Source: an optimization exercise on an open RTL-to-GDS flow (aim: small area). Production flows keep margins and buffers that such runs may drop. Function was not checked in any run shown here: the RTL went through the layout flow alone. Power is estimated from default activity; no workload was simulated.

==> flow/design.v (outline; a module is shown in full before it is edited, if it fits) <==
// module cmplx_mixer8: 589 lines
// module cmplx_mixer16: 1327 lines
// module summComplex: 41 lines
// module memForFFT: 45 lines
// module multComplexE: 127 lines
// module interconnect_two_sFFT_to_mFFT: 157 lines
// module myFFT: 489 lines
// module myFFT16: 30 lines
module myFFT16 (
    input         i_clk,
    input         i_reset,
    input         i_valid,
    input  [15:0] i_data_in_i,
    input  [15:0] i_data_in_q,
    output [17:0] o_data_out_i,
    output [17:0] o_data_out_q,
    output        o_complete,
    output [2:0]  o_stateFFT,
    input         i_flag_ready_recive,
    output        o_flag_wayt_data
);
  // ...
==> flow/run.sh <==
#!/bin/bash
# synth_recipe.tcl (not shown) runs the flow's synth.tcl, then flattens the netlist and writes it again
# the make line also repeats each setting of config.mk as NAME=value (left out here)
make -C /OpenROAD-flow-scripts/flow DESIGN_CONFIG=/design/flow/config.mk WORK_HOME=/design/flow/orfs CLKGATE_MAP_FILE= SYNTH_SCRIPT=/design/flow/synth_recipe.tcl finish
==> flow/config.mk <==
export PLATFORM = sky130hd
export DESIGN_NAME = myFFT16
export DESIGN_NICKNAME = myFFT16
export VERILOG_FILES = /design/flow/design.v
export SDC_FILE = /design/flow/constraint.sdc
export NUM_CORES = 4
export LEC_CHECK = 0
export CAP_MARGIN = 0
export CORE_MARGIN = 2
export CORE_UTILIZATION = 60
export CTS_BUF_LIST = sky130_fd_sc_hd__clkbuf_8
export CTS_CLUSTER_DIAMETER = 60
export CTS_CLUSTER_SIZE = 16
export SLEW_MARGIN = 0
==> flow/constraint.sdc <==
create_clock -name core_clock -period 10.0 [get_ports {i_clk}]
set_input_delay 2.0000 -clock core_clock [delete_from_list [all_inputs] [get_ports {i_clk}]]
set_output_delay 2.0000 -clock core_clock [all_outputs]
set_load 0.01 [all_outputs]
==> flow_summary.yaml, run 1 <==
final_layout:
  layout.cells.most_common: "edfxtp_1"
  area.sequential_mm2: 0.0885
  seq_area_share_pct: 53.7
  layout.clock_buffers: 246
  multi_input_comb_area_mm2: 0.0599
  seq_cell_count: 3081
  syn2layout_area_growth_pct: 6.30
  nonClockBufferCount: 260
  post_route_cells_drive_above_1_share_pct: 12.3
placed_design:
  place.gp.congestion: 0.927
  cells_after_dpl: 13700
  dpl-instance-area_mm2: 0.160
  port_buffers: 76
sta:
  number_of_setup_violations_in_the_final_report: 0
  setup_ws_ns: 1.40
  max_freq_mhz: 116
critical_path:
  cp_data_arrival_time_ns: 9.33
  timing.critical_path.from_type: "primary input"
  slowest_cell_on_the_critical_path: "clkdlybuf4s50_1"
  ordered_list_of_cells_on_the_worst_path: "clkdlybuf4s50_1 -> ha_1 -> fa_1 -> fa_1 -> fa_1 -> fa_1 -> fa_1 -> fa_1 -> fa_1 -> fa_1 -> fa_1 -> fa_1 -> fa_1 -> fa_1 -> fa_1 -> fa_1 -> xor2_1 -> nor2_1 -> xor2_1"
  critical_path.n_buffers_inverters: 1
  r2r_slack_ns: 1.42
route:
  met2_length_um: 159000
  firstDrtPassIters: 6
  wl_per_cell_um: 23.7
power:
  sequentialPowerShare_pct: 64.8
  power.share.clock_pct: 30.4
  clock_power_mw: 6.56
  sequentialPower_mw: 14.0
  power.net_switching_mw: 4.68
run_status:
  outcome: "timing/DRC/antenna clean"
synthesis:
  post_synth_fa_ha_maj_area_fraction_pct: 17.5
floorplanning:
  floorplan.die.height_um: 512
==> run 2, diff against run 1 <==
--- a/flow/config.mk
+++ b/flow/config.mk
@@ -10,5 +10,5 @@
 export CORE_UTILIZATION = 60
-export CTS_BUF_LIST = sky130_fd_sc_hd__clkbuf_8
-export CTS_CLUSTER_DIAMETER = 60
-export CTS_CLUSTER_SIZE = 16
+export CTS_BUF_LIST = sky130_fd_sc_hd__clkbuf_16
+export CTS_CLUSTER_DIAMETER = 80
+export CTS_CLUSTER_SIZE = 22
 export SLEW_MARGIN = 0
==> run 2 against run 1 <==
Net effect: synthesized cell count unchanged; setup slack worse by 0.14 ns; combinational power about the same; die area unchanged; cell count down 0.89%; global-route usage about the same; utilization up 0.30 points; register-to-register slack worse by 0.05 ns; flip-flop and latch count unchanged; final area up 0.47%; power up 3.8%; critical path type unchanged; largest cell class unchanged; highest routed layer unchanged.
==> flow_summary.yaml, run 2 <==
synthesis:
  synthesis.instances: 10400
  synth_fp_nets: 11900
  most_instantiated_cells_after_synthesis: "edfxtp_1, inv_1, fa_1"
  synth_area_mm2: 0.155
  async_flop_share_pct: 0
  synth.lib_cells_used.distinct: 93
  postSynth.topFlopCell: "edfxtp_1"
  synth_top_area_cell: "edfxtp_1"
  yosys.cell_count.top_type: "edfxtp_1"
  synthesis.yosys.warnings: 21
  post_synth.cell_area_avg_um2: 14.9
  ys_seq_area_share_pct: 57.0
  synth_top_cells_by_area: "edfxtp_1, fa_1, dfxtp_1"
  synth_top_area_share_pct: 51.8
  synth_enable_flop_cells: 2673
  synth_seq_cells: 3081
final_layout:
  multi_input_comb_area_mm2: 0.0599
  post_route_cells_drive_above_1_share_pct: 11.7
  layout.cells.most_common: "edfxtp_1"
  area.sequential_mm2: 0.0885
  most-common-layout-cells: "edfxtp_1, inv_1, fa_1, ha_1, mux2i_1"
  final.fill_count: 18700
  finalCoreUtilization_pct: 64.5
  syn2layout_area_growth_pct: 6.81
  numnets_final: 12000
floorplanning:
  floorplan.die.height_um: 512
  core_area_mm2: 0.257
  dieArea_mm2: 0.262
  initial_standard_cell_utilization_of_the_core_pct: 60.3
  boundaryPins: 77
  die_width_um: 512
  placementRows: 186
clock_network:
  tritoncts_num_sinks: 3081
  clock_insertion_delay_worst_skew_ns: 0.89
  clock_tree.root_cell: "clkbuf_16"
  clkSlewWorstSetupHoldPaths_ns: 0.09
  cts_max_path_buffers: 3
  cts_htree_levels: 4
  postCtsResizedCells: 0
  cts_setup_buffers: 0
  cts_made_buffers: 169
  postCtsHoldBufs: 0
  tritoncts: "done"
power:
  ir_worst_vdd_uv: 217
  power.density_cell_area_mw_per_mm2: 135
  leakagePower_nw: 62.5
  totalPowerFinal_mw: 22.4
route:
  dr_total_vias: 79500
  vias_per_cell: 5.69
  ant_nets: 0
  wl_per_cell_um: 23.8
  drt_iter0_markers: 6550
  detail_route.drc_violations: 0
  firstDrtPassIters: 6
  totalWireLength_um: 333000
placed_design:
  place_ws_ns: 0.435
  place.gp.congestion: 0.927
  port_buffers: 76
  detailedPlacementHpwl_um: 235000
sta:
  max-slew-margin-rel_pct: 15.4
  report.final.slew_viol_count: 0
  final.period_utilization_pct: 87.4
  setup_total_neg_slack_ns: 0
  finalCriticalPeriod_ns: 8.74
  max_freq_mhz: 114
  final.setup_skew_ns: 0.0899
  rsz0062_at_grt: "false"
  timing_worst_slew_pin_value_ns: 1.27
  number_of_setup_violations_in_the_final_report: 0
  setup_ws_ns: 1.26
  report.final.hold_viol_count: 0
grt:
  antenna_found_initial: 7
  grt_start_max_net_pins: 82
  number_of_global_route_vias_before_repair: 83500
  grt-ovfl-total: 0
  global_route.usage.total_pct: 25.9
  grt_pass1_wl_um: 515000
hold_path:
  hold-path-cell-count: 0
  hp-class: "reg -> reg"
critical_path:
  crit_path_end_kind: "flop"
  timing.reg2reg.worst_path_depth: 28
  worst-path-max-fanout: 11
  cp.required_ns: 10.57
  r2r_slack_ns: 1.37
  crit_path_start: "i_data_in_q[0]"
  setup.worst_path.class: "in -> reg"
  cp_data_arrival_time_ns: 9.32
  timing.critical_path.from_type: "primary input"
flow_run:
  max-cap-violations: 0
run_status:
  outcome: "timing/DRC/antenna clean"
==> run 2: cell count changes in the layout (fill, tap and decap cells not counted), sizes merged <==
cell / before / now
bufinv: 6 / 1
clkinv: 17 / 30
clkbuf: 246 / 170
clkinvlp: 12 / 3
diode: 7 / 5
inv: 1624 / 1578
==> run 2: area by class of cell <==
type	count	area share [%]
flip-flops and latches	3081	53.4
multi-input cells	5459	36.2
clock buffers	170	2.57
clock inverters	144	0.626
well taps	3384	2.56
repair buffers	260	1.28
inverters	1468	3.33
diodes	5	0.00756
==> run 2: per-stage QoR <==
stage                     cell area (µm²)  hold slack (ns)  std cells
final                              166000            0.368      14000
after global routing               166000            0.393      14000
after CTS                          166000            0.364      14000
after detailed placement           160000            0.389      13700
after global placement             160000            0.386      13700
after floorplan                    155000            0.383      10400
==> run 2: power by group <==
group / switching [mW] / leakage, nW / internal, mW
Combinational: 0.587 / 32.1 / 0.438
Clock: 4.14 / 2.89 / 3.23
Sequential: 0.0390 / 27.5 / 13.9
==> run 2: cells by family after synthesis <==
| family | share of synthesized area (%) |
|---|---|
| AO/OA/AOI/OAI | 3.69 |
| XOR/XNOR | 3.42 |
| adder cells (fa/ha/maj) | 17.5 |
| buffers and inverters | 4.46 |
| flip-flops | 57.0 |
| multiplexers | 10.4 |
| other | 0.00242 |
| AND/OR/NAND/NOR | 3.43 |
==> run 2: worst max-delay path, stage by stage <==
cell and delay, ns:
clkdlybuf4s50_1 0.78, ha_1 0.42, fa_1 0.39, fa_1 0.41, fa_1 0.42, fa_1 0.42, fa_1 0.42, fa_1 0.41
fa_1 0.41, fa_1 0.42, fa_1 0.40, fa_1 0.38, fa_1 0.39, fa_1 0.39, fa_1 0.40, fa_1 0.38
xor2_1 0.22, nor2_1 0.08, xor2_1 0.16
==> run 2: final timing paths <==
path | to
worst min register to register | flop
worst min-delay path | flop
worst max register to register | flop
worst max-delay path | flop
==> run 2: routing by layer <==
layer  global-route usage [%]  wire length (µm)  up-vias
met5                        0                 0        -
met4                     6.66              9140        0
met3                     3.17             16200      367
met2                     42.3            161000     1956
met1                     37.4            146000    41000
li1                         -                 -    36200

separate check: timing with driven ports:
In the flow no input, the clock included, has a driving cell. The finished layouts below were timed again as built, in two steps.
Step 1, drivers: a clkbuf_16 drives i_clk and a buf_2 each remaining input, both assumed.
Step 2 times the ports against the registers' clock, not the clock port: input delays grow and output delays shrink by t, the midpoint of the rising clock arrivals with the driver on.
Slacks: ideal / step 1 / step 2; pairs: ideal / step 1.
run	t (ns)	setup slack, ns	hold slack, ns	clock arrival spread, ns
run 1	1.084	1.395 / 1.420 / 0.382	0.309 / 0.309 / 0.309	0.150 / 0.150
run 2	0.949	1.259 / 1.333 / 0.385	0.368 / 0.368 / 0.368	0.091 / 0.091
After both steps setup and hold are still met in every run listed. For run 1, which loses most, drivers alone change the setup slack by +0.025 ns; drivers and shift together by -1.013 ns.
